Source: an optimization exercise on an open RTL-to-GDS flow (aim: small area). Production flows keep margins and buffers that such runs may drop. Function was checked by simulation only, so behaviour that the tests miss may differ from the original. No driver is modelled on the clock port, so clock power and skew are understated where the tree is cut down; a real chip needs a root buffer or a tree. Power and IR drop assume default switching activity.

Design cordic, start of the top module:
module cordic(
    input signed [29:0] i_angle,
    input i_clk,
    input i_rst,
    input i_start,
    output signed [29:0] o_sin,
    output signed [29:0] o_cos,
    output o_done
);
Settings: LEC_CHECK=0, ABC_AREA=1, CAP_MARGIN=20, CORE_MARGIN=2, CORE_UTILIZATION=40, CTS_BUF_LIST=sky130_fd_sc_hd__clkbuf_4 sky130_fd_sc_hd__clkbuf_8, SLEW_MARGIN=20; clock period 11.0 ns.
standard.sh (not shown) runs the stock make flow with config.mk's settings and CLKGATE_MAP_FILE= SYNTH_SCRIPT=/design/flow/synth_recipe.tcl, a recipe that flattens the netlist after the stock synthesis.
==> flow/flow/run.sh <==
#!/bin/bash
# The standard layout with two changes:
#  - synthesis is the standard flow's own script (synth_recipe.tcl), except that the final ABC
#    mapping uses flow/area.abc, an area-only standard-cell mapping (amap); every
#    step before it, and so every register, is the standard synthesis's;
#  - the port buffers use the smallest buffer cell.
set -euo pipefail
here=$(pwd)
cat > "$here/own_synth.tcl" <<EOT
proc abc {args} {
  set i [lsearch -exact \$args -script]
  if { \$i >= 0 } { lset args [expr {\$i + 1}] $here/flow/area.abc }
  yosys abc {*}\$args
}
source $here/synth_recipe.tcl
EOT
bash standard.sh "SYNTH_SCRIPT=$here/own_synth.tcl" \
  "BUFFER_PORTS_ARGS=-buffer_cell sky130_fd_sc_hd__buf_1" finish > standard.log 2>&1
==> flow/flow/area.abc <==
strash
dch -f
amap
The baseline ran to the end with no violations.
==> next run, changes <==
CTS_BUF_LIST = sky130_fd_sc_hd__clkbuf_8   (was sky130_fd_sc_hd__clkbuf_4 sky130_fd_sc_hd__clkbuf_8)
CTS_CLUSTER_DIAMETER = 100   (was unset)
CTS_CLUSTER_SIZE = 30   (was unset)
Effect:
- global-route usage does not change
- routed wire length does not change
- worst hold slack is unchanged
- final cell count is unchanged
- power is unchanged
==> next run, changes <==
CAP_MARGIN = 0   (was 20)
CTS_CLUSTER_DIAMETER = unset   (was 100)
CTS_CLUSTER_SIZE = unset   (was 30)
GPL_TIMING_DRIVEN = 0   (was unset)
SLEW_MARGIN = 0   (was 20)
What happened: The changed run completed without violations. Fmax came out lower by 1.3%. Global-route usage came out higher by 0.31 points. Non-clock buffer count went up by 40. Via count grows by 3.1%. Worst setup slack is worse by 130 ps. Total power goes up by 2.8%. Synthesized cell count stays the same. Wire length goes up by 4.0%. Final area is higher by 6.5%. Clock skew stays flat. Sequential share of layout area falls by 1.4 points.
==> next run, changes <==
CAP_MARGIN = 20   (was 0)
GPL_TIMING_DRIVEN = unset   (was 0)
SLEW_MARGIN = 20   (was 0)
Clock-buffer cell count grows by 1.
Maximum frequency grows by 1.3%.
Power shrinks by 2.7%.
Final area shrinks by 6.1%.
Register-to-register slack improved by 130 ps.


Another version of the RTL of cordic (not shown whole).
For scale: roughly 120 flip-flops, about 94 I/O pins, about 0.010 mm^2 of cells after synthesis.
clock: 11.0 ns
lec_check: 0
abc_area: 1
cap_margin: 20
core_margin: 2
core_utilization: 40
slew_margin: 20
run.sh (not shown) runs the stock make flow with config.mk's settings and CLKGATE_MAP_FILE= SYNTH_SCRIPT=/design/flow/synth_recipe.tcl, a recipe that flattens the netlist after the stock synthesis.
Stock flow here: none of the scripts above is used.
Change:
==> flow/flow/run.sh (new file) <==
#!/bin/bash
# The standard layout, with the smallest buffer cell for the port buffers.
set -euo pipefail
bash standard.sh "BUFFER_PORTS_ARGS=-buffer_cell sky130_fd_sc_hd__buf_1" finish > standard.log 2>&1
==> flow/standard.sh (new file) <==
#!/bin/bash
# synth_recipe.tcl (not shown) runs the flow's synth.tcl, then flattens the netlist and writes it again
# the make line also repeats each setting of config.mk as NAME=value (left out here)
make -C /OpenROAD-flow-scripts/flow DESIGN_CONFIG=/design/flow/config.mk WORK_HOME=/design/flow/orfs CLKGATE_MAP_FILE= SYNTH_SCRIPT=/design/flow/synth_recipe.tcl "${@:-finish}"
removed: flow/run.sh
=> The changed run completed without violations; design area came out lower by about 5%; fmax increases by 0.44%; core utilization decreases by 2.4 points; routed wire length decreases by about 3%; via count is about the same; global-route usage goes down by 1.0 points; combinational power falls by about 4%; non-clock buffer count came out lower by 5; clock-buffer cell count rose by 1; critical path depth goes up by 4.


Another version of the RTL of cordic (not shown whole).
Size: roughly 960 cells after synthesis, ~94 I/O pins, about 7800 sq um of cells after synthesis.
export LEC_CHECK = 0
export ABC_AREA = 1
export CAP_MARGIN = 20
export CORE_MARGIN = 2
export CORE_UTILIZATION = 40
export CTS_BUF_LIST = sky130_fd_sc_hd__clkbuf_8
export SLEW_MARGIN = 20
create_clock -name core_clock -period 11.0 [get_ports {i_clk}]
standard.sh (not shown) runs the stock make flow with config.mk's settings and CLKGATE_MAP_FILE= SYNTH_SCRIPT=/design/flow/synth_recipe.tcl, a recipe that flattens the netlist after the stock synthesis.
==> flow/flow/run.sh <==
#!/bin/bash
# The standard layout with three changes:
#  - synthesis is the standard flow's own script (synth_recipe.tcl), except that the final ABC
#    mapping uses flow/area.abc, a deeper logic optimisation (&deepsyn) and an area-only standard-cell mapping (amap); every
#    step before it, and so every register, is the standard synthesis's;
#  - the port buffers use the smallest buffer cell;
#  - the clock tree is one clkbuf_8 driving six clkbuf_16 cells, each driving
#    a cluster of flip-flops, built by flow/mtree.tcl in place of TritonCTS.
set -euo pipefail
here=$(pwd)
cat > "$here/own_synth.tcl" <<EOT
proc abc {args} {
  set i [lsearch -exact \$args -script]
  if { \$i >= 0 } { lset args [expr {\$i + 1}] $here/flow/area.abc }
  yosys abc {*}\$args
}
source $here/synth_recipe.tcl
EOT
bash standard.sh "SYNTH_SCRIPT=$here/own_synth.tcl" \
  "BUFFER_PORTS_ARGS=-buffer_cell sky130_fd_sc_hd__buf_1" \
  "PRE_CTS_TCL=$here/flow/mtree.tcl" finish > standard.log 2>&1
==> flow/flow/area.abc <==
strash
&get -n
&st
&deepsyn -T 30
&put
dch -f
amap -F 3 -A 6 -m
Other scripts of this flow, unchanged in this note and not shown: flow/flow/mtree.tcl
Change:
==> flow/flow/area.abc (replaced) <==
strash
&get -n
&st
&deepsyn -T 30
&put
dch -f
amap -F 3 -A 6
--- a/flow/config.mk
+++ b/flow/config.mk
@@ -8,6 +8,5 @@
 export ABC_AREA = 1
-export CAP_MARGIN = 20
+export CAP_MARGIN = 0
 export CORE_MARGIN = 2
 export CORE_UTILIZATION = 40
-export CTS_BUF_LIST = sky130_fd_sc_hd__clkbuf_8
-export SLEW_MARGIN = 20
+export SLEW_MARGIN = 0
Cell area is about the same.
Setup slack gains 0.097 ns.
Combinational power went down by about 0.6%.
Synthesized cell count is higher by 3.0%.
Global-route usage decreases by 0.43 points.
Sequential power barely changes.
First-iteration DRC count is lower by 26%.
Change:
--- a/flow/config.mk
+++ b/flow/config.mk
@@ -8,5 +8,6 @@
 export ABC_AREA = 1
-export CAP_MARGIN = 0
+export CAP_MARGIN = 20
 export CORE_MARGIN = 2
 export CORE_UTILIZATION = 40
-export SLEW_MARGIN = 0
+export CTS_BUF_LIST = sky130_fd_sc_hd__clkbuf_8
+export SLEW_MARGIN = 20
Outcome:
- The changed run finished clean
- power climbs by 0.50%
- area after synthesis shrinks by 0.79%
- core utilization barely changes
- final area fell by 0.85%
- global-route usage went up by 0.26 points
- final cell count shrinks by 2.9%
- wire length rose by 0.45%
No run of this note takes its clock network from TritonCTS; it comes from the design's own scripts or RTL.

-- re-timing with driven ports --
The flow's constraints put no driver on any port. The routed layouts listed below were extracted and timed again, unchanged, in two steps.
Step 1, drivers: a clkbuf_16 drives i_clk and a buf_2 each remaining input, both assumed.
Step 2 moves the port delays by t, midway between the first and last clock arrival at a register: inputs arrive t later, outputs are due t later. That takes back most of the time a late clock gives input paths.
a / b / c = ideal ports / drivers / drivers and shift; a / b = the first two.
| run | t (ns) | setup WS [ns] | hold WS [ns] | cell pins on the clock port's net |
|---|---|---|---|---|
| the first run of note 1 | 0.498 | 0.492 / 0.492 / 0.492 | 0.440 / 0.440 / 0.440 | 1 |
| the second run of note 1 | 0.498 | 0.492 / 0.492 / 0.492 | 0.440 / 0.440 / 0.440 | 1 |
| the third run of note 1 | 0.503 | 0.357 / 0.357 / 0.357 | 0.438 / 0.438 / 0.438 | 1 |
| the fourth run of note 1 | 0.498 | 0.492 / 0.492 / 0.492 | 0.440 / 0.440 / 0.440 | 1 |
| the first run of note 2 | 0.493 | 0.486 / 0.486 / 0.486 | 0.400 / 0.400 / 0.400 | 1 |
| the second run of note 2 | 0.487 | 0.533 / 0.533 / 0.533 | 0.404 / 0.404 / 0.404 | 1 |
| the first run of note 3 | 0.475 | 0.399 / 0.399 / 0.399 | 0.431 / 0.431 / 0.431 | 1 |
| the second run of note 3 | 0.470 | 0.495 / 0.495 / 0.495 | 0.440 / 0.440 / 0.440 | 1 |
| the third run of note 3 | 0.469 | 0.470 / 0.470 / 0.470 | 0.433 / 0.433 / 0.433 | 1 |
After both steps setup and hold are still met in every run listed.
